This is an optimization exercise on Yosys and OpenROAD, whose aim is a short achievable clock period and few clock cycles per item, not a production implementation.
At most, simulation tests tie the RTL to the original design; equivalence was not proved.
Function not checked in run 1: the RTL went through the layout flow alone.
No activity file was given, so power comes from the tool's default toggle rates.

[flow/config.mk]
export PLATFORM = sky130hd
export DESIGN_NAME = top_proc
export DESIGN_NICKNAME = top_proc
export VERILOG_FILES = /design/flow/design.v
export SDC_FILE = /design/flow/constraint.sdc
export NUM_CORES = 4
export LEC_CHECK = 0
export ABC_CLOCK_PERIOD_IN_PS = 3500
export CAP_MARGIN = 20
export CORE_MARGIN = 2
export CORE_UTILIZATION = 40
export SLEW_MARGIN = 20
[flow/constraint.sdc]
create_clock -name core_clock -period 12.0 [get_ports {clk}]
set_input_delay 2.4000 -clock core_clock [delete_from_list [all_inputs] [get_ports {clk}]]
set_output_delay 2.4000 -clock core_clock [all_outputs]
set_load 0.01 [all_outputs]
[flow/design.v]
module alu (op1, op2, sel_xor, sel_or, sel_and, sel_sra,
            sum, diff, shl, shr, lres, lt);
    input  [31:0] op1, op2;
    input         sel_xor, sel_or, sel_and, sel_sra;
    output [31:0] sum, diff, shl, shr, lres;
    output        lt;
    assign sum   = ks32(op1, op2, 1'b0);
    assign diff  = ks32(op1, ~op2, 1'b1);
    assign lt    = (op1[31] ^ op2[31]) ? op1[31] : diff[31];
    assign shl   = op1 << op2[4:0];
    wire [32:0] ext = {sel_sra & op1[31], op1};
    wire [32:0] sh  = $signed(ext) >>> op2[4:0];
    assign shr   = sh[31:0];
    assign lres = ({32{sel_xor}} & (op1 ^ op2))
                 | ({32{sel_or}}  & (op1 | op2))
                 | ({32{sel_and}} & (op1 & op2));
    function [31:0] ks32;
        input [31:0] a, b;
        input        cin;
        reg [31:0] g, p, gg, pp;
        integer i, d;
        begin
            g = a & b;
            p = a | b;
            g[0] = g[0] | (p[0] & cin);
            gg = g;
            pp = p;
            for (d = 1; d < 32; d = d * 2) begin
                for (i = 31; i >= d; i = i - 1) begin
                    gg[i] = gg[i] | (pp[i] & gg[i-d]);
                    pp[i] = pp[i] & pp[i-d];
                end
            end
            ks32 = (a ^ b) ^ {gg[30:0], cin};
        end
    endfunction
endmodule
module regfile (clk, raddr1, raddr2, rdata1, rdata2,
                wea, waddra, wdataa, web, waddrb, wdatab);
    input          clk;
    input  [2:0]   raddr1, raddr2;
    output [127:0] rdata1, rdata2;    
    input          wea, web;
    input  [4:0]   waddra, waddrb;
    input  [31:0]  wdataa, wdatab;
    reg [31:0] registers [0:31];
    integer i;
    always @(posedge clk) begin
        for (i = 0; i < 32; i = i + 1) begin
            if (wea && waddra == i)
                registers[i] <= wdataa;
            else if (web && waddrb == i)
                registers[i] <= wdatab;
        end
    end
    genvar g;
    generate
        for (g = 0; g < 4; g = g + 1) begin : grp
            assign rdata1[32*g +: 32] = registers[{g[1:0], raddr1}];
            assign rdata2[32*g +: 32] = registers[{g[1:0], raddr2}];
        end
    endgenerate
endmodule
module datapath (clk, rst, instr, dReadData, PC, dAddress, dWriteData,
                 MemRead, MemWrite, WriteBackData, RegWrite);
    parameter INITIAL_PC = 32'h00400000;
    input             clk, rst;
    input      [31:0] instr, dReadData;
    output reg [31:0] PC;
    output reg [31:0] dAddress, dWriteData, WriteBackData;
    output reg        MemRead, MemWrite, RegWrite;
    reg        vD;
    reg [31:0] pcD, pc4D;
    wire [4:0] rs1 = instr[19:15];
    wire [4:0] rs2 = instr[24:20];
    wire [4:0] rd  = instr[11:7];
    wire [2:0] f3  = instr[14:12];
    wire       f7b = instr[30];
    wire d_br  = instr[6];
    wire d_ld  = ~instr[6] & ~instr[5] & ~instr[4];
    wire d_st  = ~instr[6] &  instr[5] & ~instr[4];
    wire d_r   = ~instr[6] &  instr[5] &  instr[4];
    wire d_alu = ~instr[6] & instr[4];
    wire d_wr  = ~instr[6] & ~(instr[5] & ~instr[4]);
    wire use2  = d_r | d_st | d_br;
    wire [31:0] imm_i = {{20{instr[31]}}, instr[31:20]};
    wire [31:0] imm_s = {{20{instr[31]}}, instr[31:25], instr[11:7]};
    wire [12:0] imm_b = {instr[31], instr[7], instr[30:25], instr[11:8], 1'b0};
    wire         wea, web;
    wire [4:0]   waddra, waddrb;
    wire [31:0]  wdataa;
    wire [127:0] rf1, rf2;
    regfile rf (.clk(clk), .raddr1(rs1[2:0]), .raddr2(rs2[2:0]), .rdata1(rf1), .rdata2(rf2),
                .wea(wea), .waddra(waddra), .wdataa(wdataa),
                .web(web), .waddrb(waddrb), .wdatab(dReadData));
    reg        vE, ldE, wrE, stE, brE, ptE;
    reg [4:0]  rdE;
    reg        redirE;
    reg [31:0] tgtE;
    reg        vM, ldM, wrM;
    reg [4:0]  rdM;
    reg        vW, ldW, wrW;
    reg [4:0]  rdW;
    wire ldE_hit = vE & ldE & ((rdE == rs1) | (use2 & (rdE == rs2)));
    wire ldM_hit = vM & ldM & ((rdM == rs1) | (use2 & (rdM == rs2)));
    wire haz     = ldE_hit | ldM_hit;
    wire pt      = d_br & (instr[31] | (rs1 == rs2));
    wire go      = vD & ~redirE;
    localparam NB = 4;
    reg [NB-1:0] bv;
    reg [29:0]   btag [0:NB-1];
    reg [31:0]   btgt [0:NB-1];
    reg [1:0]    bptr;
    reg          bD;             
    reg          ins;
    reg [29:0]   insPC;
    reg [31:0]   insTgt;
    reg          hit;
    reg [31:0]   hit_tgt;
    integer k;
    always @(*) begin
        hit = 1'b0;
        hit_tgt = 32'd0;
        for (k = 0; k < NB; k = k + 1)
            if (bv[k] && btag[k] == PC[31:2]) begin
                hit = 1'b1;
                hit_tgt = hit_tgt | btgt[k];
            end
    end
    reg        rpE, bE;
    reg [31:0] pcE, bimmE, pc4E;
    wire [31:0] tgtB;
    wire        insE;
    always @(posedge clk) begin
        pcD   <= PC;
        pc4D  <= PC + 32'd4;
        if (rst) begin
            PC <= INITIAL_PC;
            vD <= 1'b0;
            bD <= 1'b0;
            bv <= {NB{1'b0}};
            bptr <= 2'd0;
            ins <= 1'b0;
        end else begin
            vD <= ~redirE;
            bD <= hit & ~redirE;
            if (redirE)      PC <= tgtE;
            else if (hit)    PC <= hit_tgt;
            else             PC <= PC + 32'd4;
            ins <= insE;
            if (ins) begin
                bv[bptr] <= 1'b1;
                bptr <= bptr + 2'd1;
            end
        end
        insPC  <= pcE[31:2];
        insTgt <= tgtB;
        if (ins) begin
            btag[bptr] <= insPC;
            btgt[bptr] <= insTgt;
        end
    end
    reg [127:0] G1, G2;
    reg [31:0]  IE;
    reg [11:0]  selA, selS, selB;
    reg         immB;
    reg [5:0]   tE, tM;
    reg         s_xor, s_or, s_and, s_sra;
    reg [31:0]  PA, PS, PL, PR, PX;
    reg         PT;
    reg [31:0]  RW;
    wire m1a = vE & wrE & (rdE == rs1);
    wire m2a = vM & wrM & (rdM == rs1);
    wire m3a = vW & wrW & (rdW == rs1);
    wire m1s = vE & wrE & (rdE == rs2);
    wire m2s = vM & wrM & (rdM == rs2);
    wire m3s = vW & wrW & (rdW == rs2);
    wire [3:0] g1 = 4'b0001 << rs1[4:3];
    wire [3:0] g2 = 4'b0001 << rs2[4:3];
    wire [11:0] nsA = {g1 & {4{~m1a & ~m2a & ~m3a}}, m3a & ~m1a & ~m2a, m2a & ~m1a, tE & {6{m1a}}};
    wire [11:0] nsS = {g2 & {4{~m1s & ~m2s & ~m3s}}, m3s & ~m1s & ~m2s, m2s & ~m1s, tE & {6{m1s}}};
    wire d_add = ~d_alu | (f3 == 3'b000 & ~(d_r & f7b));
    wire d_sub = d_alu & f3 == 3'b000 & d_r & f7b;
    wire d_sll = d_alu & f3 == 3'b001;
    wire d_sr  = d_alu & f3 == 3'b101;
    wire d_log = d_alu & f3[2] & (f3[1] | ~f3[0]);
    wire d_slt = d_alu & f3 == 3'b010;
    always @(posedge clk) begin
        if (rst) begin
            vE  <= 1'b0;
            rpE <= 1'b0;
        end else begin
            vE  <= go & ~haz;
            rpE <= go & haz;
        end
        bE    <= bD;
        pcE   <= pcD;
        bimmE <= {{19{instr[31]}}, instr[31], instr[7], instr[30:25], instr[11:8], 1'b0};
        ldE  <= d_ld;
        stE  <= d_st;
        brE  <= d_br;
        wrE  <= d_wr;
        ptE  <= pt;
        rdE  <= rd;
        G1   <= rf1;
        G2   <= rf2;
        IE   <= d_st ? imm_s : imm_i;
        immB <= ~d_r;
        selA <= nsA;
        selS <= nsS;
        selB <= nsS & {12{d_r}};
        pc4E  <= pc4D;
        tE    <= {d_slt, d_log, d_sr, d_sll, d_sub, d_add};
        s_xor <= f3 == 3'b100;
        s_or  <= f3 == 3'b110;
        s_and <= f3 == 3'b111;
        s_sra <= f7b;
    end
    function [31:0] pick;
        input [11:0]  sel;
        input [127:0] g;
        input [31:0]  a, s, l, r, x;
        input         t;
        input [31:0]  r2, r3;
        pick = ({32{sel[0]}} & a) | ({32{sel[1]}} & s) | ({32{sel[2]}} & l)
             | ({32{sel[3]}} & r) | ({32{sel[4]}} & x) | {31'b0, sel[5] & t}
             | ({32{sel[6]}} & r2) | ({32{sel[7]}} & r3)
             | ({32{sel[8]}} & g[31:0])  | ({32{sel[9]}}  & g[63:32])
             | ({32{sel[10]}} & g[95:64]) | ({32{sel[11]}} & g[127:96]);
    endfunction
    wire [31:0] opA = pick(selA, G1, PA, PS, PL, PR, PX, PT, RW, WriteBackData);
    wire [31:0] opS = pick(selS, G2, PA, PS, PL, PR, PX, PT, RW, WriteBackData);
    wire [31:0] opB = pick(selB, G2, PA, PS, PL, PR, PX, PT, RW, WriteBackData) | ({32{immB}} & IE);
    wire [31:0] sum, diff, shl, shr, lres;
    wire        lt;
    alu alu (.op1(opA), .op2(opB), .sel_xor(s_xor), .sel_or(s_or), .sel_and(s_and),
             .sel_sra(s_sra), .sum(sum), .diff(diff), .shl(shl), .shr(shr),
             .lres(lres), .lt(lt));
    wire eq = (opA == opS);
    assign tgtB = ks32(pcE, bimmE, 1'b0);
    assign insE = vE & brE & eq & ptE & ~bE;
    always @(*) begin
        redirE = rpE | (vE & (brE ? (eq ^ bE) : bE));
        tgtE   = rpE ? pcE : (brE & eq) ? tgtB : pc4E;
    end
    always @(posedge clk) begin
        if (rst) begin
            vM <= 1'b0;
            MemRead <= 1'b0;
            MemWrite <= 1'b0;
        end else begin
            vM <= vE;
            MemRead <= vE & ldE;
            MemWrite <= vE & stE;
        end
        ldM <= ldE;
        wrM <= wrE;
        rdM <= rdE;
        tM  <= tE;
        PA  <= sum;
        PS  <= diff;
        PL  <= shl;
        PR  <= shr;
        PX  <= lres;
        PT  <= lt;
        dAddress <= sum;
        dWriteData <= opS;
    end
    wire [31:0] RM = ({32{tM[0]}} & PA) | ({32{tM[1]}} & PS) | ({32{tM[2]}} & PL)
                   | ({32{tM[3]}} & PR) | ({32{tM[4]}} & PX) | {31'b0, tM[5] & PT};
    assign wea    = vM & wrM & ~ldM;
    assign waddra = rdM;
    assign wdataa = RM;
    always @(posedge clk) begin
        if (rst) vW <= 1'b0;
        else     vW <= vM;
        ldW <= ldM;
        wrW <= wrM;
        rdW <= rdM;
        RW  <= RM;
    end
    assign web    = vW & ldW;
    assign waddrb = rdW;
    always @(posedge clk) begin
        if (rst) RegWrite <= 1'b0;
        else     RegWrite <= vW & wrW;
        WriteBackData <= ldW ? dReadData : RW;
    end
    function [31:0] ks32;
        input [31:0] a, b;
        input        cin;
        reg [31:0] g, p, gg, pp;
        integer i, d;
        begin
            g = a & b;
            p = a | b;
            g[0] = g[0] | (p[0] & cin);
            gg = g;
            pp = p;
            for (d = 1; d < 32; d = d * 2) begin
                for (i = 31; i >= d; i = i - 1) begin
                    gg[i] = gg[i] | (pp[i] & gg[i-d]);
                    pp[i] = pp[i] & pp[i-d];
                end
            end
            ks32 = (a ^ b) ^ {gg[30:0], cin};
        end
    endfunction
endmodule
module top_proc(clk,rst,instr,dReadData,PC,dAddress,dWriteData,MemRead,MemWrite,WriteBackData,RegWrite);
    parameter INITIAL_PC = 32'h00400000;
    input clk,rst;
    input[31:0] instr,dReadData;
    output MemRead,MemWrite,RegWrite;
    output[31:0] PC,dAddress,dWriteData,WriteBackData;
    datapath #(INITIAL_PC) datapath (
                .clk(clk),
                .rst(rst),
                .instr(instr),
                .dReadData(dReadData),
                .PC(PC),
                .dAddress(dAddress),
                .dWriteData(dWriteData),
                .MemRead(MemRead),
                .MemWrite(MemWrite),
                .WriteBackData(WriteBackData),
                .RegWrite(RegWrite));
endmodule
[flow/flow/run.sh]
#!/bin/bash
set -euo pipefail
export SETUP_SLACK_MARGIN=${MARGIN:-8.5}
bash standard.sh > flow_make.log 2>&1
[flow/standard.sh]
#!/bin/bash
# synth_recipe.tcl (not shown) runs the flow's synth.tcl, then flattens the netlist and writes it again
# the make line also repeats each setting of config.mk as NAME=value (left out here)
make -C /OpenROAD-flow-scripts/flow DESIGN_CONFIG=/design/flow/config.mk WORK_HOME=/design/flow/orfs CLKGATE_MAP_FILE= SYNTH_SCRIPT=/design/flow/synth_recipe.tcl "${@:-finish}"
==> results of run 1 <==
-- cell families (layout without fill, tap and decap cells) --
group | after synthesis | after routing
flip-flops | 2107 | 2107
XOR/XNOR | 306 | 306
multiplexers | 222 | 222
buffers and inverters | 1181 | 1442
AND/OR/NAND/NOR | 2512 | 2519
other | 0 | 41
AO/OA/AOI/OAI | 3138 | 3139
adder cells (fa/ha/maj) | 191 | 191
-- what timing repair did --
action,CTS,global route
gates cloned,43,8
setup endpoints to repair,822,492
resized for setup,1375,245
setup buffers,264,90
pin swaps,119,118
-- worst min-delay path by stage --
| stage | depth (start not counted) | slack [ps] | end |
|---|---|---|---|
| 4_1_cts | 0 | 310 | datapath.pcE[11]$_DFF_P_ |
| 5_1_grt | 0 | 320 | datapath.pcE[11]$_DFF_P_ |
| 2_1_floorplan | 0 | 310 | datapath.bE$_DFF_P_ |
| 3_3_place_gp | 0 | 310 | datapath.pcE[7]$_DFF_P_ |
| 3_5_place_dp | 0 | 310 | datapath.pcE[19]$_DFF_P_ |
| 6_report | 0 | 320 | datapath.pc4E[20]$_DFF_P_ |
-- synth_stat cells, drive strengths merged, types with 105 or more instances --
master	n
a22o	125
a21oi	736
edfxtp	1272
nor2	911
nand2	935
a222oi	105
inv	220
clkbuf	833
xor2	109
dfxtp	835
o21ai	682
ha	186
a22oi	1102
a221oi	128
nand4	257
mux2i	139
xnor2	197
buf	126
-- power by group through the flow --
stage / Sequential (uW) / Clock (uW) / Combinational (uW)
2_1_floorplan: 8490 / 0 / 1590
3_3_place_gp: 8940 / 0 / 2850
3_5_place_dp: 8940 / 0 / 2880
4_1_cts: 8780 / 7240 / 3380
5_1_grt: 8860 / 7520 / 3770
6_report: 8890 / 7230 / 3710
-- area by class of cell --
type	count	area (sq um)	area share
clock buffers	300	6130	0.0512
multi-input cells	6377	42700	0.357
flip-flops and latches	2107	55300	0.462
well taps	3220	4030	0.0336
repair buffers	816	9100	0.0760
diodes	41	103	0.000857
clock inverters	104	1480	0.0124
inverters	222	875	0.00730
-- layer usage --
metal	vias up	GRT usage	wire length (microns)
met4	26	0.262	43100
met5	-	0.00270	204
met2	7545	0.522	196000
li1	36100	-	-
met1	42300	0.471	173000
met3	1849	0.153	78000
-- per-stage QoR --
| stage | util | cells | power, uW | hold slack [ps] |
|---|---|---|---|---|
| floorplan | - | 9657 | 10100 | 310 |
| global placement | 0.424 | 12300 | 11800 | 310 |
| detailed placement | 0.424 | 12300 | 11800 | 312 |
| CTS | 0.479 | 13000 | 19400 | 311 |
| global route | 0.488 | 13200 | 20200 | 321 |
| finish | 0.488 | 13200 | 19800 | 323 |
-- registers in the layout, summed over array words and instances (netlist names), 30 cells and up --
name                    count
datapath.G2               128
datapath.RW                32
datapath.btgt             128
datapath.PX                32
datapath.rf.registers    1024
datapath.pcE               32
datapath.dWriteData        32
datapath.dAddress          32
datapath.PL                32
datapath.pc4E              30
datapath.pc4D              30
datapath.insPC             30
datapath.WriteBackData     32
datapath.PC                32
datapath.PS                31
datapath.PR                32
datapath.pcD               32
datapath.btag             120
datapath.G1               128
datapath.insTgt            32
-- critical path, delay by kind of cell (launching register included) --
kind                       cells  cell delay (ps)
DFF                            1              360
buffers and inverters          5              550
AOI/OAI and AO/OA             10             2410
and+or+nand+nor                3              370
adders and majority gates      2              620
==> flow_summary.ini, run 1 <==
[run_status]
outcome = no timing/DRC/antenna violations

[clocking]
worstSkewPairLatency_ps = 930
clockRootBuffer = clkbuf_16
cts_tree = built
numCtsBuffers = 213
cts_max_level = 4
cts_buffer_depth = 3
clock-sinks = 2107
hold_buffers = 0
clkTransAtPathRegs_ps = 70

[floorplanning]
core_area_sq_um = 245000
ios = 197
start_util = 0.402
design.die.area_sq_um = 250000
die_width_microns = 500
die_h_microns = 500
rows = 182

[logic_synthesis]
syn_inst = 9657
synth_mux_area_frac = 0.0251
synthAdderAreaFrac = 0.0243
synth_cell_type_count = 84
synth_top_family_by_area = compound AO/OA/AOI/OAI gates
synth-seq-cells = 2107
avgSynthCellArea_sq_um = 10.2
synth-xor-area-share = 0.0273
synthArstFlopShare = 0
synth_compound_area_frac = 0.210
synth_area_sq_um = 98600
synthTopCellsByArea = edfxtp_1 39%, dfxtp_1 17%, a22oi_1 8.4%, a21oi_1 3.7%, nand2_1 3.6%
ys_seq_area_frac = 0.557
yosysTopAreaCell = edfxtp_1
synth_simple_gate_area_share = 0.111
synth_ff_type = edfxtp_1
synth-edff-count = 1272
yosys_warnings = 4
synth.top_cell.area_share = 0.387

[setup_path]
cp-start-kind = flip-flop
r2r-end = datapath.PS[31]$_DFF_P_
slowest_delay_ps = 840
critPathLaunch = datapath.selA[1]$_DFF_P_
endpoint_kind = flip-flop
crit_end = datapath.PS[31]$_DFF_P_
crit_chain = buf_12 > a222oi_1 > nand2_8 > inv_6 > ha_4 > inv_2 > a21oi_2 > o21bai_1 > a221o_1 > nor2_1 > nand3_2 > o21ai_4 > buf_12 > o21ai_4 > a31oi_4 > o21ai_4 > a31oi_4 > o21ba_4 > fa_1 > inv_1
crit_path_max_fanout = 6
criticalPathCategory = reg2reg
r2r_start = datapath.selA[1]$_DFF_P_
worstRegToRegCells = 20
regToRegSetupSlack_ps = 7560
cp_common_cell = o21ai_4
required_ps = 12790
crit_arrival_ps = 5240
slowest_stage = a222oi_1

[detailed_routing]
vias_per_cell = 6.67
dr.pass1.iters = 14
drcViolationCount = 0
first_iter_violations = 16200
wl_per_cell_microns = 37.1
postRouteAntennaNets = 0
drt-total-wl_microns = 490000
vias = 87900

[pwr]
switching_share = 0.320
ir_drop_mv = 0.172
seqPwrFrac = 0.448
p_per_area_nw_per_um2 = 166
pwr-share-comb = 0.187
p_int_uw = 13500
clockPowerShare = 0.365
p_switching_uw = 6350
p_leak_uw = 0.0432

[grt]
grt_max_degree = 89
grt.overflow.total = 0
grt_pass1_wl_microns = 660000
grt_util_all_layers = 0.376
antenna_found_initial = 62
grt_pass1_vias = 80800

[layout]
drive_above_1_share = 0.195
finalInstanceArea_sq_um = 120000
final_cell_mix = 1,272 x edfxtp_1, 984 x a22oi_1, 882 x nand2_1, 846 x nor2_1, 697 x dfxtp_1
fillers = 21700
final_common_cell = edfxtp_1
synthToLayoutAreaGrowth_pct = 21.5
nNetsFinal = 9991

[timing]
fin_crit_ps = 4440
hold_violations = 0
rsz0062_at_grt = yes
skew_ps = 71.7
worst-slew-pin-transition_ps = 1230
final_max_slew_viol_count = 0
tns_ps = 0
max_clock_freq_mhz = 225
slew_headroom = 0.182
finalCritPeriodShare = 0.370
setup_viol = 0
setup_slack_ps = 7560

[place]
place_congestion = 1.01
dp_hpwl_microns = 286000
place_ws_ps = 5820
dpl_cell_area_sq_um = 104000
portBuffers = 192

[min_path]
hp-start = datapath.pc4D[20]$_DFF_P_
hold_class = reg2reg

[run]
maxCapViolCount = 0
==> inputs of run 2 (changes only) <==
--- a/flow/design.v
+++ b/flow/design.v
@@ -35,6 +35,14 @@
         end
     endfunction
 endmodule
+module brtarget (pc, hip1, him1, imm, tgt);
+    input  [31:0] pc;
+    input  [18:0] hip1, him1;
+    input  [12:0] imm;
+    output [31:0] tgt;
+    wire [13:0] lo = {1'b0, pc[12:0]} + {1'b0, imm};
+    assign tgt = {(lo[13] == imm[12]) ? pc[31:13] : (lo[13] ? hip1 : him1), lo[12:0]};
+endmodule
 module regfile (clk, raddr1, raddr2, rdata1, rdata2,
                 wea, waddra, wdataa, web, waddrb, wdatab);
     input          clk;
@@ -93,10 +101,10 @@
     regfile rf (.clk(clk), .raddr1(rs1[2:0]), .raddr2(rs2[2:0]), .rdata1(rf1), .rdata2(rf2),
                 .wea(wea), .waddra(waddra), .wdataa(wdataa),
                 .web(web), .waddrb(waddrb), .wdatab(dReadData));
-    reg        vE, ldE, wrE, stE, brE, ptE;
+    reg        vEr, kE, ldE, wrE, stE, brE, ptE;
+    wire       vE;
     reg [4:0]  rdE;
     reg        redirE;
-    reg [31:0] tgtE;
     reg        vM, ldM, wrM;
     reg [4:0]  rdM;
     reg        vW, ldW, wrW;
@@ -105,7 +113,10 @@
     wire ldM_hit = vM & ldM & ((rdM == rs1) | (use2 & (rdM == rs2)));
     wire haz     = ldE_hit | ldM_hit;
     wire pt      = d_br & (instr[31] | (rs1 == rs2));
-    wire go      = vD & ~redirE;
+    reg  [18:0] hiP1D, hiM1D;
+    wire [31:0] tgtD;
+    brtarget brt (.pc(pcD), .hip1(hiP1D), .him1(hiM1D),
+                  .imm({instr[31], instr[7], instr[30:25], instr[11:8], 1'b0}), .tgt(tgtD));
     localparam NB = 4;
     reg [NB-1:0] bv;
     reg [29:0]   btag [0:NB-1];
@@ -127,13 +138,20 @@
                 hit_tgt = hit_tgt | btgt[k];
             end
     end
-    reg        rpE, bE;
-    reg [31:0] pcE, bimmE, pc4E;
-    wire [31:0] tgtB;
+    reg        bE;
+    wire       eq;
+    reg [31:0] pcE, tgtTE, pc4E;
     wire        insE;
+    wire d_rp  = vD & haz;
+    wire d_tk  = vD & ~haz & pt & ~bD;
+    wire d_bad = vD & ~haz & ~pt & bD;
+    wire [31:0] seqD = d_rp ? pcD : d_bad ? pc4D : hit ? hit_tgt : PC + 32'd4;
+    wire dred = d_rp | d_tk | d_bad;
     always @(posedge clk) begin
         pcD   <= PC;
         pc4D  <= PC + 32'd4;
+        hiP1D <= PC[31:13] + 19'd1;
+        hiM1D <= PC[31:13] - 19'd1;
         if (rst) begin
             PC <= INITIAL_PC;
             vD <= 1'b0;
@@ -142,11 +160,9 @@
             bptr <= 2'd0;
             ins <= 1'b0;
         end else begin
-            vD <= ~redirE;
-            bD <= hit & ~redirE;
-            if (redirE)      PC <= tgtE;
-            else if (hit)    PC <= hit_tgt;
-            else             PC <= PC + 32'd4;
+            vD <= (eq ? ~red1 : ~red0) & ~dred;
+            bD <= hit;
+            PC <= (d_tk & ~redirE) ? tgtD : (eq ? pcn1 : pcn0);
             ins <= insE;
             if (ins) begin
                 bv[bptr] <= 1'b1;
@@ -154,7 +170,7 @@
             end
         end
         insPC  <= pcE[31:2];
-        insTgt <= tgtB;
+        insTgt <= tgtTE;
         if (ins) begin
             btag[bptr] <= insPC;
             btgt[bptr] <= insTgt;
@@ -168,7 +184,7 @@
     reg         s_xor, s_or, s_and, s_sra;
     reg [31:0]  PA, PS, PL, PR, PX;
     reg         PT;
-    reg [31:0]  RW;
+    reg [31:0]  RW, RO;
     wire m1a = vE & wrE & (rdE == rs1);
     wire m2a = vM & wrM & (rdM == rs1);
     wire m3a = vW & wrW & (rdW == rs1);
@@ -187,15 +203,15 @@
     wire d_slt = d_alu & f3 == 3'b010;
     always @(posedge clk) begin
         if (rst) begin
-            vE  <= 1'b0;
-            rpE <= 1'b0;
+            vEr  <= 1'b0;
+            kE   <= 1'b0;
         end else begin
-            vE  <= go & ~haz;
-            rpE <= go & haz;
+            vEr  <= vD & ~haz;
+            kE   <= redirE;
         end
         bE    <= bD;
         pcE   <= pcD;
-        bimmE <= {{19{instr[31]}}, instr[31], instr[7], instr[30:25], instr[11:8], 1'b0};
+        tgtTE <= tgtD;
         ldE  <= d_ld;
         stE  <= d_st;
         brE  <= d_br;
@@ -228,21 +244,24 @@
              | ({32{sel[8]}} & g[31:0])  | ({32{sel[9]}}  & g[63:32])
              | ({32{sel[10]}} & g[95:64]) | ({32{sel[11]}} & g[127:96]);
     endfunction
-    wire [31:0] opA = pick(selA, G1, PA, PS, PL, PR, PX, PT, RW, WriteBackData);
-    wire [31:0] opS = pick(selS, G2, PA, PS, PL, PR, PX, PT, RW, WriteBackData);
-    wire [31:0] opB = pick(selB, G2, PA, PS, PL, PR, PX, PT, RW, WriteBackData) | ({32{immB}} & IE);
+    wire [31:0] opA = pick(selA, G1, PA, PS, PL, PR, PX, PT, RW, RO);
+    wire [31:0] opS = pick(selS, G2, PA, PS, PL, PR, PX, PT, RW, RO);
+    wire [31:0] opB = pick(selB, G2, PA, PS, PL, PR, PX, PT, RW, RO) | ({32{immB}} & IE);
     wire [31:0] sum, diff, shl, shr, lres;
     wire        lt;
     alu alu (.op1(opA), .op2(opB), .sel_xor(s_xor), .sel_or(s_or), .sel_and(s_and),
              .sel_sra(s_sra), .sum(sum), .diff(diff), .shl(shl), .shr(shr),
              .lres(lres), .lt(lt));
-    wire eq = (opA == opS);
-    assign tgtB = ks32(pcE, bimmE, 1'b0);
+    assign vE  = vEr & ~kE;
+    assign eq  = (opA == opS);
     assign insE = vE & brE & eq & ptE & ~bE;
     always @(*) begin
-        redirE = rpE | (vE & (brE ? (eq ^ bE) : bE));
-        tgtE   = rpE ? pcE : (brE & eq) ? tgtB : pc4E;
+        redirE = vE & brE & (eq ^ ptE);
     end
+    wire        red1 = vE & brE & ~ptE;
+    wire        red0 = vE & brE & ptE;
+    wire [31:0] pcn1 = red1 ? tgtTE : seqD;
+    wire [31:0] pcn0 = red0 ? pc4E : seqD;
     always @(posedge clk) begin
         if (rst) begin
             vM <= 1'b0;
@@ -263,8 +282,8 @@
         PR  <= shr;
         PX  <= lres;
         PT  <= lt;
-        dAddress <= sum;
-        dWriteData <= opS;
+        if (ldE | stE) dAddress <= sum;
+        if (stE)       dWriteData <= opS;
     end
     wire [31:0] RM = ({32{tM[0]}} & PA) | ({32{tM[1]}} & PS) | ({32{tM[2]}} & PL)
                    | ({32{tM[3]}} & PR) | ({32{tM[4]}} & PX) | {31'b0, tM[5] & PT};
@@ -284,7 +303,8 @@
     always @(posedge clk) begin
         if (rst) RegWrite <= 1'b0;
         else     RegWrite <= vW & wrW;
-        WriteBackData <= ldW ? dReadData : RW;
+        RO <= ldW ? dReadData : RW;
+        if (wrW) WriteBackData <= ldW ? dReadData : RW;
     end
     function [31:0] ks32;
         input [31:0] a, b;
==> flow/flow/run.sh (replaced) <==
#!/bin/bash
# The standard layout with two changes to how it is made:
#  - timing repair aims at a period well below the 12 ns constraint
#    (SETUP_SLACK_MARGIN), so that the achieved period shrinks;
#  - synthesis leaves adders to ABC instead of extracting full/half-adder
#    cells first (ADDER_MAP_FILE empty), which gives faster carry logic.
# Registers are untouched: same synthesis script, names and cell types.
set -euo pipefail
export SETUP_SLACK_MARGIN=${MARGIN:-8.5}
bash standard.sh ADDER_MAP_FILE= finish > flow_make.log 2>&1
--- a/flow/config.mk
+++ b/flow/config.mk
@@ -5,8 +5,9 @@
 export SDC_FILE = /design/flow/constraint.sdc
 export NUM_CORES = 4
 export LEC_CHECK = 0
-export ABC_CLOCK_PERIOD_IN_PS = 3500
 export CAP_MARGIN = 20
 export CORE_MARGIN = 2
 export CORE_UTILIZATION = 40
 export SLEW_MARGIN = 20
+export SYNTH_HIERARCHICAL = 1
+export SYNTH_MINIMUM_KEEP_SIZE = 0
==> flow_summary.ini, run 2 <==
[logic_synthesis]
synthTopCellsByArea = edfxtp_1 38%, dfxtp_1 16%, mux2_2 13%, mux4_2 3.9%, a221oi_1 3.7%
synth_ff_type = edfxtp_1
synth_compound_area_frac = 0.136
synth_top_family_by_area = multiplexers
synth_cell_type_count = 111
synth_area_sq_um = 109000
yosysTopAreaCell = edfxtp_1
synth-seq-cells = 2241
synth.top_cell.area_share = 0.378
synthArstFlopShare = 0
syn_inst = 8669
synthAdderAreaFrac = 0.00428
synthTopCellsByCount = 1,368 x edfxtp_1, 1,219 x mux2_2, 873 x dfxtp_1
synth_mux_area_frac = 0.189
yosys_warnings = 10
avgSynthCellArea_sq_um = 12.6
ys_seq_area_frac = 0.538
synth_simple_gate_area_share = 0.0648
synth-edff-count = 1368
synth-xor-area-share = 0.0282
synth.most_common_cell = edfxtp_1

[clocking]
numCtsBuffers = 237
clock-sinks = 2241
cts_tree = built
clockRootBuffer = clkbuf_16
cts_buffer_depth = 4
cts_max_level = 4
worstSkewPairLatency_ps = 960
clkTransAtPathRegs_ps = 70

[setup_path]
cp_common_cell = maj3_2
cp.depth = 16
slowest_delay_ps = 430
worstRegToRegCells = 16
crit_buf_inv = 2
r2r-end = datapath.dAddress[28]$_DFFE_PP_
crit_path_max_fanout = 7
crit_chain = buf_16 > a22o_2 > a221oi_2 > and3_1 > nand2_4 > nor2_1 > or3_4 > o32ai_4 > and4b_1 > o311a_1 > a311oi_4 > buf_12 > o21ai_4 > maj3_2 > maj3_2 > xor2_1
cp-start-kind = flip-flop
criticalPathCategory = reg2reg
crit_family = compound AO/OA/AOI/OAI gates
slowest_stage = dfxtp_4
regToRegSetupSlack_ps = 7680
endpoint_kind = flip-flop
required_ps = 12660
r2r_start = datapath.selA[6]$_DFF_P_
crit_arrival_ps = 4980

[grt]
grt_pass1_vias = 83000
grt.overflow.total = 0
grt_pass1_wl_microns = 683000
grt_util_all_layers = 0.351
antenna_found_initial = 92
grt_max_degree = 96

[min_path]
hold_end = datapath.insPC[29]$_DFF_P_
hold_class = reg2reg
hp-start = datapath.pcE[31]$_DFF_P_
holdPathStages = 0

[floorplanning]
die_width_microns = 526
rows = 191
start_util = 0.402
die_h_microns = 526
core_area_sq_um = 271000
ios = 197
design.die.area_sq_um = 276000

[pwr]
p_leak_uw = 0.0473
switching_share = 0.306
p_switching_uw = 6280
pwr-share-comb = 0.176
p_per_area_nw_per_um2 = 155
ir_drop_mv = 0.148
clockPowerShare = 0.372
p_total_uw = 20600
p_int_uw = 14300
seqPwrFrac = 0.452

[layout]
synthToLayoutAreaGrowth_pct = 22.3
drive_above_1_share = 0.385
multiInputGateArea_sq_um = 50900
fillers = 23200
final_cell_mix = 1,368 x edfxtp_1, 1,167 x mux2_2, 816 x dfxtp_1, 465 x nand2_1, 465 x buf_4
regMostFlops = datapath.rf.registers
nNetsFinal = 9042
largest_reg_flops = 1024
regArea_sq_um = 58700
final_common_cell = edfxtp_1

[run]
maxCapViolCount = 0

[timing]
rsz0062_at_grt = yes
setup_viol = 0
final_max_slew_viol_count = 0
skew_ps = 132
worst-slew-pin-transition_ps = 1110
hold_violations = 0
whs_ps = 259
finalCritPeriodShare = 0.360
setup_slack_ps = 7680
tns_ps = 0
max_clock_freq_mhz = 232
fin_crit_ps = 4320
slew_headroom = 0.260

[detailed_routing]
drt-total-wl_microns = 514000
vias = 88800
first_iter_violations = 15900
postRouteAntennaNets = 0
wl_per_cell_microns = 40.2
vias_per_cell = 6.94
drcViolationCount = 0
dr.pass1.iters = 17

[place]
portBuffers = 192
dp_hpwl_microns = 296000
place_congestion = 0.984
place_ws_ps = 5720

[run_status]
outcome = no timing/DRC/antenna violations
==> run 2: cell count changes after synthesis, moves of 292 or more <==
cell	previous run	this run
a21oi_1	735	182
a221oi_1	125	464
a22oi_1	1102	291
clkbuf_1	833	541
mux2_2	69	1219
nand2_1	934	542
nor2_1	911	327
o21ai_0	678	183
==> run 2: layer usage <==
layer  wire (microns)  vias to the layer above  track usage
met2           208000                     8034        0.493
met3            84000                     2175        0.151
met5              405                        -     0.000693
met1           182000                    44000        0.445
li1                 -                    34500            -
met4            40100                       58        0.208
==> run 2: modules after synthesis (local to each module, per instance), excerpt <==
module	area, sq um	cells	times used
regfile	59100	4178	1
alu	6640	1061	1
brtarget	1440	230	1
==> run 2: how the worst max path moves through the flow <==
stage,from,to,slack (ps)
CTS,datapath.selA[6]$_DFF_P_,datapath.dAddress[28]$_DFFE_PP_,7850
detailed placement,instr[17],datapath.G1[59]$_DFF_P_,5720
global route,datapath.selA[6]$_DFF_P_,datapath.dAddress[28]$_DFFE_PP_,7620
floorplan,instr[21],datapath.PC[8]$_SDFF_PP0_,7220
finish,datapath.selA[6]$_DFF_P_,datapath.dAddress[28]$_DFFE_PP_,7680
global placement,instr[24],datapath.PC[25]$_SDFF_PP0_,5370
==> run 2: power groups by stage <==
stage               combinational [uW]  sequential (uW)  clock (uW)
global route                      3670             9300        7930
CTS                               3260             9220        7630
detailed placement                2880             9390           0
floorplan                         1790             9070           0
global placement                  2850             9390           0
finish                            3620             9300        7640
==> run 2: repair_timing <==
item	in CTS	in global routing
gates cloned	48	25
gates resized for setup	1332	375
pin swaps	187	132
hold buffers	0	0
setup endpoints to repair	780	701
buffers inserted	291	131
endpoints found under the hold margin	0	0
==> run 2: kinds of logic (layout without fill, tap and decap cells) <==
logic type / count (synthesis) / in the layout
other: 1 / 39
AO/OA/AOI/OAI: 1918 / 1919
XOR/XNOR: 350 / 350
buffers and inverters: 964 / 1459
adder cells (fa/ha/maj): 45 / 48
multiplexers: 1668 / 1668
AND/OR/NAND/NOR: 1482 / 1488
flip-flops: 2241 / 2241
==> run 2: area by class of cell <==
cell class,instances,share of cell area
multi-input combinational,5476,0.382
antenna,36,0.000677
clock inverter,124,0.00934
sequential,2241,0.441
timing repair buffer,946,0.0799
clock buffer,315,0.0501
inverter,74,0.00248
tap,3570,0.0336
==> run 2: metrics by stage <==
step | cell area, sq um | utilization | instances
2_1_floorplan | 112000 | - | 8671
6_report | 133000 | 0.491 | 12800
4_1_cts | 130000 | 0.479 | 12600
3_3_place_gp | 115000 | 0.426 | 11800
3_5_place_dp | 115000 | 0.426 | 11800
5_1_grt | 133000 | 0.491 | 12800
Testbench counts of run 2, summed over its fixed seeds: cycles 27,480, instrs 25,042.
==> inputs of run 3 (changes only) <==
--- a/flow/design.v
+++ b/flow/design.v
@@ -4,8 +4,8 @@
     input         sel_xor, sel_or, sel_and, sel_sra;
     output [31:0] sum, diff, shl, shr, lres;
     output        lt;
-    assign sum   = ks32(op1, op2, 1'b0);
-    assign diff  = ks32(op1, ~op2, 1'b1);
+    adder32 add (.a(op1), .b(op2), .cin(1'b0), .s(sum));
+    adder32 sub (.a(op1), .b(~op2), .cin(1'b1), .s(diff));
     assign lt    = (op1[31] ^ op2[31]) ? op1[31] : diff[31];
     assign shl   = op1 << op2[4:0];
     wire [32:0] ext = {sel_sra & op1[31], op1};
@@ -43,6 +43,24 @@
     wire [13:0] lo = {1'b0, pc[12:0]} + {1'b0, imm};
     assign tgt = {(lo[13] == imm[12]) ? pc[31:13] : (lo[13] ? hip1 : him1), lo[12:0]};
 endmodule
+module adder32 (a, b, cin, s);
+    input  [31:0] a, b;
+    input         cin;
+    output [31:0] s;
+    reg [31:0] g, p;
+    integer i, d;
+    always @(*) begin
+        g = a & b;
+        p = a | b;
+        g[0] = g[0] | (p[0] & cin);
+        for (d = 1; d < 32; d = d * 2)
+            for (i = 31; i >= d; i = i - 1) begin
+                g[i] = g[i] | (p[i] & g[i-d]);
+                p[i] = p[i] & p[i-d];
+            end
+    end
+    assign s = (a ^ b) ^ {g[30:0], cin};
+endmodule
 module regfile (clk, raddr1, raddr2, rdata1, rdata2,
                 wea, waddra, wdataa, web, waddrb, wdatab);
     input          clk;
@@ -282,7 +300,7 @@
         PR  <= shr;
         PX  <= lres;
         PT  <= lt;
-        if (ldE | stE) dAddress <= sum;
+        dAddress <= sum;
         if (stE)       dWriteData <= opS;
     end
     wire [31:0] RM = ({32{tM[0]}} & PA) | ({32{tM[1]}} & PS) | ({32{tM[2]}} & PL)
==> flow/flow/run.sh (replaced) <==
#!/bin/bash
set -euo pipefail
export SETUP_SLACK_MARGIN=${MARGIN:-8.5}
bash standard.sh > flow_make.log 2>&1
--- a/flow/config.mk
+++ b/flow/config.mk
@@ -7,7 +7,8 @@
 export LEC_CHECK = 0
 export CAP_MARGIN = 20
 export CORE_MARGIN = 2
-export CORE_UTILIZATION = 40
+export CORE_UTILIZATION = 50
+export PLACE_DENSITY = 0.65
 export SLEW_MARGIN = 20
 export SYNTH_HIERARCHICAL = 1
 export SYNTH_MINIMUM_KEEP_SIZE = 0
==> flow_summary.ini, run 3 <==
[setup_path]
crit_chain = clkbuf_16 > a222oi_1 > nand2_8 > xnor2_4 > nand4_1 > nor4_2 > buf_6 > nand2_8 > buf_12 > a2111o_2 > buf_12 > buf_12 > buf_16 > o311a_1 > a21oi_2
crit_buf_inv = 6
r2r_start = datapath.selA[9]$_DFF_P_
crit_family = compound AO/OA/AOI/OAI gates
required_ps = 12830
slowest_delay_ps = 770
cp-start-kind = flip-flop
endpoint_kind = flip-flop
slowest_stage = a222oi_1
crit_arrival_ps = 4890
criticalPathCategory = reg2reg
crit_path_max_fanout = 16
cp_common_cell = buf_12
critPathLaunch = datapath.selA[9]$_DFF_P_

[detailed_routing]
highest_layer = met5
drt-met1-wl_microns = 183000
postRouteAntennaNets = 0
drt-total-wl_microns = 521000
dr.pass1.iters = 11
vias_per_cell = 7.32
wl_per_cell_microns = 41.3
vias = 92300
drcViolationCount = 0
route.met2.wl_microns = 206000
first_iter_violations = 16200
met3_length_microns = 90400

[floorplanning]
die_width_microns = 478
rows = 173
design.die.area_sq_um = 228000
ios = 197
start_util = 0.504
core_area_sq_um = 223000
die_h_microns = 478

[pwr]
clockPowerShare = 0.355
p_switching_uw = 6910
p_int_uw = 14600
p_per_area_nw_per_um2 = 157
switching_share = 0.322
ir_drop_mv = 0.154
p_leak_uw = 0.0503
seqPwrFrac = 0.432
pwr-share-comb = 0.213

[logic_synthesis]
avgSynthCellArea_sq_um = 12.4
synthTopCellsByArea = edfxtp_1 36%, dfxtp_1 16%, mux2_2 12%, mux4_2 4.0%, a221oi_1 3.2%
yosysTopAreaCell = edfxtp_1
synth-edff-count = 1336
synth.top_cell.area_share = 0.358
ys_seq_area_frac = 0.514
synth_ff_type = edfxtp_1
synth_area_sq_um = 112000
synth_cell_type_count = 102
yosys_warnings = 10
synth-seq-cells = 2209
synthArstFlopShare = 0
synth.most_common_cell = edfxtp_1
synthTopCellsByCount = 1,336 x edfxtp_1, 1,189 x mux2_2, 873 x dfxtp_1
syn_inst = 9019

[timing]
skew_ps = 98.9
setup_viol = 0
tns_ps = 0
finalCritPeriodShare = 0.338
worst-slew-pin-transition_ps = 1120
slew_headroom = 0.253
fin_crit_ps = 4050
setup_slack_ps = 7950
rsz0062_at_grt = yes
hold_violations = 0
final_max_slew_viol_count = 0
max_clock_freq_mhz = 247

[clocking]
worstSkewPairLatency_ps = 950
clock-sinks = 2209
clkTransAtPathRegs_ps = 60
numCtsBuffers = 228
hold_buffers = 0
cts_tree = built
cts_max_level = 4
clockRootBuffer = clkbuf_16
cts_buffer_depth = 3

[grt]
antenna_found_initial = 55
grt.overflow.total = 0
grt_pass1_vias = 85600
grt_util_all_layers = 0.431
grt_max_degree = 63
grt_pass1_wl_microns = 691000

[place]
place_ws_ps = 5770
dp.cells = 11600
place_congestion = 1.04
dp_hpwl_microns = 309000
portBuffers = 192

[layout]
drive_above_1_share = 0.378
largest_reg_flops = 1024
synthToLayoutAreaGrowth_pct = 22.3
nNetsFinal = 9689
fillers = 17200
final_common_cell = edfxtp_1
regMostFlops = datapath.rf.registers
final_cell_count_no_fill = 12600
final_cell_mix = 1,336 x edfxtp_1, 1,134 x mux2_2, 772 x dfxtp_1, 510 x buf_4, 432 x nand2_1

[min_path]
hp-start = datapath.pcE[8]$_DFF_P_
hold_class = reg2reg

[run_status]
outcome = no timing/DRC/antenna violations

[run]
maxCapViolCount = 0
-- run 3: cell count changes after synthesis, moves of 40 or more --
| cell | before | now |
|---|---|---|
| a221oi_1 | 464 | 408 |
| a22oi_1 | 291 | 331 |
| ha_1 | 0 | 210 |
| inv_1 | 67 | 263 |
| mux2_4 | 0 | 59 |
| nand2_1 | 542 | 473 |
| nor2_1 | 327 | 231 |
| o22ai_1 | 135 | 83 |
-- run 3: cell families (layout without fill, tap and decap cells) --
group           count (synthesis)  after routing  share of synthesized area
compound gates               2055           2057                      0.143
fa+ha+maj                     215            215                     0.0243
simple gates                 1354           1360                     0.0587
other cells                     3             26                   0.000100
mux                          1722           1722                      0.192
flops                        2209           2209                      0.514
xor+xnor                      320            320                     0.0250
buf+inv                      1141           1729                     0.0440
-- run 3: final cells by class --
type / instances / area [sq um] / area share
clock buffer: 314 / 6390 / 0.0466
clock inverter: 123 / 1610 / 0.0117
tap: 2975 / 3720 / 0.0271
multi-input combinational: 5677 / 54600 / 0.398
antenna: 23 / 57.6 / 0.000420
inverter: 267 / 1070 / 0.00783
timing repair buffer: 1024 / 11800 / 0.0859
timing repair inverter: 1 / 8.76 / 0.0000638
sequential: 2209 / 57900 / 0.422
-- run 3: timing repair --
item,in CTS,in global routing
endpoints found under the hold margin,0,0
pin swaps,150,166
cloned,46,32
buffers inserted,320,126
gates resized for setup,1502,420
endpoints found under the setup margin,1611,444
-- run 3: routing by layer --
metal  vias to the layer above  track usage
met5                         -     0.000420
met4                        46        0.248
met3                      2148        0.202
li1                      35900            -
met1                     45900        0.557
met2                      8332        0.586
-- run 3: power by group through the flow --
stage               Combinational [uW]  Clock (uW)  Sequential [uW]
floorplan                         2070           0             9020
global placement                  3400           0             9440
detailed placement                3450           0             9440
CTS                               4070        7600             9190
global route                      4620        7900             9280
finish                            4570        7620             9290
-- run 3: final timing paths --
check                                             endpoint  slack (ps)  cells past startpoint
worst max register to register  datapath.PC[10]$_SDFF_PP0_        7950                     15
worst max-delay path            datapath.PC[10]$_SDFF_PP0_        7950                     15
worst min-delay path             datapath.insPC[6]$_DFF_P_         320                      0
worst min register to register   datapath.insPC[6]$_DFF_P_         320                      0
-- run 3: stage by stage --
step                hold WS (ps)  instance area, sq um  utilization  power (uW)
finish                       319                137000        0.616       21500
floorplan                    310                115000            -       11100
detailed placement           312                118000        0.531       12900
global route                 323                137000        0.616       21800
CTS                          313                133000        0.599       20900
global placement             312                118000        0.531       12800
-- run 3: Yosys stat by module, one instance, submodules excluded, excerpt --
module | area [sq um] | flip-flops and latches
adder32 | 2430 | 0
alu | 5900 | 0
brtarget | 1420 | 0
regfile | 59600 | 1024
Testbench counts of run 3, summed over its fixed seeds: cycles 27,480, instrs 25,042.
==> inputs of run 4 (changes only) <==
--- a/flow/design.v
+++ b/flow/design.v
@@ -61,6 +61,11 @@
     end
     assign s = (a ^ b) ^ {g[30:0], cin};
 endmodule
+module inc30 (a, y);
+    input  [29:0] a;
+    output [29:0] y;
+    assign y = a + 30'd1;
+endmodule
 module regfile (clk, raddr1, raddr2, rdata1, rdata2,
                 wea, waddra, wdataa, web, waddrb, wdatab);
     input          clk;
@@ -163,11 +168,14 @@
     wire d_rp  = vD & haz;
     wire d_tk  = vD & ~haz & pt & ~bD;
     wire d_bad = vD & ~haz & ~pt & bD;
-    wire [31:0] seqD = d_rp ? pcD : d_bad ? pc4D : hit ? hit_tgt : PC + 32'd4;
+    wire [31:0] pcInc;
+    inc30 pcinc (.a(PC[31:2]), .y(pcInc[31:2]));
+    assign pcInc[1:0] = PC[1:0];
+    wire [31:0] seqD = d_rp ? pcD : d_bad ? pc4D : hit ? hit_tgt : pcInc;
     wire dred = d_rp | d_tk | d_bad;
     always @(posedge clk) begin
         pcD   <= PC;
-        pc4D  <= PC + 32'd4;
+        pc4D  <= pcInc;
         hiP1D <= PC[31:13] + 19'd1;
         hiM1D <= PC[31:13] - 19'd1;
         if (rst) begin
--- a/flow/config.mk
+++ b/flow/config.mk
@@ -7,8 +7,7 @@
 export LEC_CHECK = 0
 export CAP_MARGIN = 20
 export CORE_MARGIN = 2
-export CORE_UTILIZATION = 50
-export PLACE_DENSITY = 0.65
+export CORE_UTILIZATION = 40
 export SLEW_MARGIN = 20
 export SYNTH_HIERARCHICAL = 1
 export SYNTH_MINIMUM_KEEP_SIZE = 0
==> flow_summary.ini, run 4 <==
[detailed_routing]
route.met2.wl_microns = 217000
first_iter_violations = 15200
highest_layer = met5
dr.pass1.iters = 9
vias_per_cell = 6.84
vias = 91600
postRouteAntennaNets = 0
met3_length_microns = 81200
drcViolationCount = 0
wl_per_cell_microns = 39.4
drt-total-wl_microns = 528000
drt-met1-wl_microns = 191000

[setup_path]
regToRegSetupSlack_ps = 8030
r2r_start = datapath.PC[23]$_SDFF_PP0_
required_ps = 12860
r2r-end = datapath.PC[21]$_SDFF_PP0_
critPathLaunch = instr[20]
crit_path_max_fanout = 4
slowest_stage = a221o_1
crit_buf_inv = 6
cp-start-kind = primary input
crit_end = datapath.PC[28]$_SDFF_PP0_
criticalPathCategory = in2reg
crit_arrival_ps = 4990
cp_common_cell = buf_12
crit_family = compound AO/OA/AOI/OAI gates
endpoint_kind = flip-flop
slowest_delay_ps = 360
cp.depth = 17
crit_chain = clkbuf_16 > buf_16 > xor2_2 > nor3_2 > nand3b_1 > a21o_1 > a21o_2 > buf_12 > nand2_8 > buf_12 > buf_12 > buf_16 > o21ai_4 > nor2_2 > a21oi_2 > a221o_1 > a21oi_2
worstRegToRegCells = 15

[logic_synthesis]
ys_seq_area_frac = 0.511
synthTopCellsByArea = edfxtp_1 36%, dfxtp_1 16%, mux2_2 12%, mux4_2 3.9%, a221oi_1 3.0%
yosysTopAreaCell = edfxtp_1
synthArstFlopShare = 0
synth_ff_type = edfxtp_1
synth-seq-cells = 2209
yosys_warnings = 10
synthTopCellsByCount = 1,336 x edfxtp_1, 1,189 x mux2_2, 873 x dfxtp_1
synth-edff-count = 1336
synth_cell_type_count = 105
avgSynthCellArea_sq_um = 12.5
syn_inst = 9040
synth.top_cell.area_share = 0.356
synth.most_common_cell = edfxtp_1
synth_area_sq_um = 113000

[floorplanning]
die_h_microns = 535
core_area_sq_um = 280000
ios = 197
die_width_microns = 535
design.die.area_sq_um = 286000
start_util = 0.403
rows = 194

[grt]
grt_pass1_wl_microns = 706000
grt_util_all_layers = 0.350
grt_pass1_vias = 86500
grt.overflow.total = 0
grt_max_degree = 65
antenna_found_initial = 64

[layout]
largest_reg_flops = 1024
final_common_cell = edfxtp_1
fillers = 23900
drive_above_1_share = 0.384
synthToLayoutAreaGrowth_pct = 22.9
regMostFlops = datapath.rf.registers
multiInputGateArea_sq_um = 55100
nNetsFinal = 9723
final_cell_mix = 1,336 x edfxtp_1, 1,133 x mux2_2, 774 x dfxtp_1, 534 x buf_4, 360 x nand2_1
regArea_sq_um = 57900

[timing]
fin_crit_ps = 4130
finalCritPeriodShare = 0.344
max_clock_freq_mhz = 242
setup_viol = 0
slew_headroom = 0.230
final_max_slew_viol_count = 0
worst-slew-pin-transition_ps = 1160
tns_ps = 0
rsz0062_at_grt = yes
hold_violations = 0
setup_slack_ps = 7870
skew_ps = 160

[run]
maxCapViolCount = 0

[pwr]
p_per_area_nw_per_um2 = 153
ir_drop_mv = 0.136
p_leak_uw = 0.0506

[place]
portBuffers = 192
place_congestion = 0.983
dp_hpwl_microns = 312000
place_ws_ps = 5820

[min_path]
hold_class = reg2reg
holdPathStages = 0

[clocking]
cts_tree = built
clockRootBuffer = clkbuf_16
clock-sinks = 2209
hold_buffers = 0
cts_buffer_depth = 4
cts_max_level = 4
clkTransAtPathRegs_ps = 70
numCtsBuffers = 237
worstSkewPairLatency_ps = 960

[run_status]
outcome = no timing/DRC/antenna violations
==> run 4: per-layer routing <==
layer	up-vias	global-route usage
met5	-	0
met4	34	0.200
met3	1936	0.138
met2	7659	0.499
met1	45900	0.449
li1	36000	-
==> run 4: per-stage QoR <==
step	utilization	hold WS [ps]	cells	cell area [sq um]	total power, uW
floorplan	-	310	9040	115000	11000
global placement	0.427	312	12400	119000	12800
detailed placement	0.427	312	12400	120000	12800
CTS	0.482	255	13200	135000	20700
global route	0.495	255	13400	138000	21600
finish	0.495	247	13400	139000	21200
==> run 4: worst min-delay path by stage <==
stage / start / to / slack [ps]
2_1_floorplan: datapath.pcE[2]$_DFF_P_ / datapath.insPC[0]$_DFF_P_ / 310
3_3_place_gp: datapath.pcE[9]$_DFF_P_ / datapath.insPC[7]$_DFF_P_ / 310
3_5_place_dp: datapath.pcE[16]$_DFF_P_ / datapath.insPC[14]$_DFF_P_ / 310
4_1_cts: datapath.pcE[6]$_DFF_P_ / datapath.insPC[4]$_DFF_P_ / 260
5_1_grt: datapath.pcE[6]$_DFF_P_ / datapath.insPC[4]$_DFF_P_ / 250
6_report: datapath.pcE[6]$_DFF_P_ / datapath.insPC[4]$_DFF_P_ / 250
==> run 4: layout make-up <==
cell class / instances / area share
Inverter: 262 / 0.00781
Antenna cell: 30 / 0.000542
Tap cell: 3724 / 0.0336
Clock inverter: 103 / 0.00746
Timing Repair Buffer: 1030 / 0.0856
Clock buffer: 333 / 0.0489
Multi-Input combinational cell: 5699 / 0.398
Timing Repair inverter: 3 / 0.000190
Sequential cell: 2209 / 0.418
==> run 4: logic make-up (layout without fill, tap and decap cells) <==
kind of cell               count (synthesis)  count (layout)  synth area share
xor gates and xnor gates                 319             319            0.0248
DFF                                     2209            2209             0.511
buffers and inverters                   1138            1731            0.0439
and+or+nand+nor                         1323            1329            0.0576
other                                      3              33         0.0000999
AOI/OAI and AO/OA                       2103            2103             0.147
adders and majority gates                215             215            0.0242
muxes                                   1730            1730             0.191
==> run 4: Yosys stat by module (local to each module, per instance), excerpt <==
module    cells  flops+latches  area, sq um
inc30        81              0          566
regfile    4242           1024        59600
adder32     359              0         2430
alu         695              0         5900
brtarget    219              0         1420
==> run 4: what timing repair did <==
| action | CTS | global route |
|---|---|---|
| pin swaps | 179 | 142 |
| setup buffers | 342 | 117 |
| setup endpoints to repair | 1105 | 559 |
| resized for setup | 1505 | 411 |
| gates cloned | 54 | 22 |
==> run 4: where the power goes <==
group / internal, uW / leakage, uW / switching (uW)
clock: 4300 / 0.00385 / 3200
combinational: 1630 / 0.0273 / 2900
sequential: 8540 / 0.0194 / 640
total: 14500 / 0.0506 / 6730
==> run 4: worst register-to-register path, stage by stage, from the launching register on <==
cell and delay, ps:
dfxtp_4 340, buf_6 120, buf_4 190, xnor2_1 310
nand4_1 140, or4_1 580, nor4_4 450, buf_12 260
nor4_4 90, buf_6 240, a211o_1 410, o21ai_4 150
nor2_2 50, a211oi_2 220, a221o_1 140, a21oi_1 60
Testbench counts of run 4, summed over its fixed seeds: cycles 27,480, instrs 25,042.
==> inputs of run 5 (changes only) <==
--- a/flow/config.mk
+++ b/flow/config.mk
@@ -7,7 +7,8 @@
 export LEC_CHECK = 0
 export CAP_MARGIN = 20
 export CORE_MARGIN = 2
-export CORE_UTILIZATION = 40
+export CORE_UTILIZATION = 50
+export PLACE_DENSITY = 0.65
 export SLEW_MARGIN = 20
 export SYNTH_HIERARCHICAL = 1
 export SYNTH_MINIMUM_KEEP_SIZE = 0
==> flow_summary.ini, run 5 <==
[min_path]
hold_class = reg2reg

[logic_synthesis]
synth-xor-area-share = 0.0248
synth.most_common_cell = edfxtp_1
synthTopCellsByCount = 1,336 x edfxtp_1, 1,189 x mux2_2, 873 x dfxtp_1
synth_ff_type = edfxtp_1
synthArstFlopShare = 0
yosys_warnings = 10
synthAdderAreaFrac = 0.0242
synth_mux_area_frac = 0.191
synthTopCellsByArea = edfxtp_1 36%, dfxtp_1 16%, mux2_2 12%, mux4_2 3.9%, a221oi_1 3.0%
synth-edff-count = 1336
avgSynthCellArea_sq_um = 12.5
synth_area_sq_um = 113000
yosysTopAreaCell = edfxtp_1
synth-seq-cells = 2209
synth_top_family_by_area = multiplexers
ys_seq_area_frac = 0.511
synth_simple_gate_area_share = 0.0576
synth_cell_type_count = 105
syn_inst = 9040
synth_compound_area_frac = 0.147
synth.top_cell.area_share = 0.356

[floorplanning]
die_h_microns = 479
design.die.area_sq_um = 229000
ios = 197
die_width_microns = 479
start_util = 0.502
core_area_sq_um = 224000
rows = 174

[setup_path]
endpoint_kind = output pin
required_ps = 9600
r2r_start = datapath.selA[11]$_DFF_P_
cp.depth = 1
cp-start-kind = flip-flop
regToRegSetupSlack_ps = 7990
slowest_delay_ps = 550
criticalPathCategory = reg2out
crit_buf_inv = 1
r2r-end = datapath.PT$_DFF_P_
worstRegToRegCells = 16
crit_family = flip-flops
crit_path_max_fanout = 1
critPathLaunch = datapath.WriteBackData[4]$_DFFE_PP_
crit_chain = buf_2
crit_end = WriteBackData[4]
slowest_stage = edfxtp_1
crit_arrival_ps = 1670

[layout]
regArea_sq_um = 57800
final_cell_count_no_fill = 12600
nNetsFinal = 9649
fillers = 17100
multiInputGateArea_sq_um = 54600
largest_reg_flops = 1024
drive_above_1_share = 0.367
final_cell_mix = 1,336 x edfxtp_1, 1,134 x mux2_2, 783 x dfxtp_1, 500 x buf_4, 359 x nand2_1
utilization = 0.607
final_common_cell = edfxtp_1
regMostFlops = datapath.rf.registers
synthToLayoutAreaGrowth_pct = 21.0

[place]
dp_hpwl_microns = 297000
place_ws_ps = 5260
dp.cells = 11600
portBuffers = 192
place_congestion = 1.01

[clocking]
clkTransAtPathRegs_ps = 60
cts_max_level = 4
clockRootBuffer = clkbuf_16
cts_buffer_depth = 3
numCtsBuffers = 229
clock-sinks = 2209
worstSkewPairLatency_ps = 960
cts_tree = built

[timing]
slew_headroom = 0.238
setup_viol = 0
worst-slew-pin-transition_ps = 1140
finalCritPeriodShare = 0.339
setup_slack_ps = 7930
final_max_slew_viol_count = 0
skew_ps = 113
rsz0062_at_grt = yes
tns_ps = 0
max_clock_freq_mhz = 246
fin_crit_ps = 4070
hold_violations = 0

[detailed_routing]
dr.pass1.iters = 14
drcViolationCount = 0
vias = 91500
postRouteAntennaNets = 0
drt-total-wl_microns = 510000
met3_length_microns = 88100
highest_layer = met5
first_iter_violations = 16100
wl_per_cell_microns = 40.5
drt-met1-wl_microns = 177000
route.met2.wl_microns = 208000
vias_per_cell = 7.27

[grt]
grt_pass1_wl_microns = 684000
grt.overflow.total = 0
grt_max_degree = 79
grt_util_all_layers = 0.423
antenna_found_initial = 47
grt_pass1_vias = 86500

[pwr]
ir_drop_mv = 0.149
p_per_area_nw_per_um2 = 155
p_total_uw = 21100
p_leak_uw = 0.0501

[run_status]
outcome = no timing/DRC/antenna violations

[run]
maxCapViolCount = 0
-- run 5: cell count changes in the layout (fill, tap and decap cells not counted), sizes merged, moves of 2 or more --
cell,change
clkbuf,-14
bufbuf,+4
bufinv,+2
dlygate4sd2,+2
buf,-64
clkdlybuf4s50,-2
clkdlybuf4s15,-3
clkinvlp,+2
inv,+10
diode,-8
-- run 5: per-layer routing --
| metal | track usage | vias up |
|---|---|---|
| li1 | - | 35800 |
| met5 | 0.00435 | - |
| met3 | 0.207 | 2163 |
| met1 | 0.527 | 45400 |
| met2 | 0.595 | 8091 |
| met4 | 0.239 | 28 |
-- run 5: worst min-delay path by stage --
stage / end / from / slack (ps) / cells after the start
final: datapath.insPC[5]$_DFF_P_ / datapath.pcE[7]$_DFF_P_ / 260 / 0
after global routing: datapath.insPC[9]$_DFF_P_ / datapath.pcE[11]$_DFF_P_ / 260 / 0
after CTS: datapath.insPC[5]$_DFF_P_ / datapath.pcE[7]$_DFF_P_ / 260 / 0
after detailed placement: datapath.insPC[11]$_DFF_P_ / datapath.pcE[13]$_DFF_P_ / 310 / 0
after global placement: datapath.insPC[3]$_DFF_P_ / datapath.pcE[5]$_DFF_P_ / 310 / 0
after floorplan: datapath.insPC[0]$_DFF_P_ / datapath.pcE[2]$_DFF_P_ / 310 / 0
-- run 5: where the power goes --
part	internal, uW	switching [uW]	total (uW)
logic	1570	2770	4340
clock network	4250	3270	7520
registers	8540	667	9210
total	14400	6710	21100
-- run 5: per-module statistics from Yosys, one instance, submodules excluded, a selection --
module | cell area, sq um | cells inside | flip-flops and latches
brtarget | 1420 | 219 | 0
alu | 5900 | 695 | 0
regfile | 59600 | 4242 | 1024
adder32 | 2430 | 359 | 0
inc30 | 566 | 81 | 0
-- run 5: stage by stage --
step                instance area, sq um  hold slack, ps
global route                      136000             258
detailed placement                118000             312
finish                            136000             255
floorplan                         115000             310
global placement                  118000             312
CTS                               134000             262
-- run 5: final cells by class --
class / instances / area share
Multi-Input combinational cell: 5699 / 0.400
Clock inverter: 118 / 0.0110
Antenna cell: 22 / 0.000404
Inverter: 262 / 0.00767
Timing Repair Buffer: 965 / 0.0814
Tap cell: 2992 / 0.0275
Timing Repair inverter: 2 / 0.000110
Sequential cell: 2209 / 0.424
Clock buffer: 321 / 0.0476
-- run 5: cell families (layout without fill, tap and decap cells) --
| group | after synthesis | in the layout |
|---|---|---|
| buffers and inverters | 1138 | 1668 |
| flip-flops | 2209 | 2209 |
| other | 3 | 25 |
| AO/OA/AOI/OAI | 2103 | 2103 |
| XOR/XNOR | 319 | 319 |
| multiplexers | 1730 | 1730 |
| AND/OR/NAND/NOR | 1323 | 1329 |
| adder cells (fa/ha/maj) | 215 | 215 |
-- run 5: repair_timing --
item | CTS | global route
pin swaps | 187 | 116
hold buffers | 0 | 0
gates cloned | 59 | 18
gates resized for setup | 1405 | 295
setup buffers | 305 | 105
setup endpoints to repair | 1089 | 635

## afterwards: timing with drivers on the ports
The flow's constraints put no driver on any port. The routed layouts listed below were extracted and timed again, unchanged, in two steps. Step 1 assumes that a clkbuf_16 drives the clock port and a buf_2 every other input. Step 2 adds t to the input delays and takes it off the output delays; t is the mean of the earliest and latest rising clock arrival at the registers after step 1. Input paths then give back, and output paths get back, about the clock's delay inside the block. a / b / c = no drivers / after step 1 / after step 2; a / b = the first two.
run	t (ns)	slack for setup (ns)	hold slack, ns	worst register clock-pin slew, ns	worst data-port slew with drivers (ns)
run 1	0.995	7.556 / 7.556 / 7.378	0.323 / 0.323 / 0.323	0.07 / 0.07	0.23
run 2	0.994	7.683 / 7.683 / 6.779	0.259 / 0.259 / 0.259	0.07 / 0.07	0.42
run 3	0.990	7.949 / 7.831 / 6.840	0.319 / 0.319 / 0.319	0.07 / 0.07	0.38
run 4	0.983	7.871 / 7.650 / 6.667	0.247 / 0.247 / 0.247	0.07 / 0.07	0.61
run 5	0.998	7.933 / 7.730 / 6.732	0.255 / 0.255 / 0.255	0.07 / 0.07	0.43
After both steps every run listed still meets setup and hold. For run 4, which loses most, drivers alone change the setup slack by -0.221 ns; drivers and shift together by -1.204 ns.
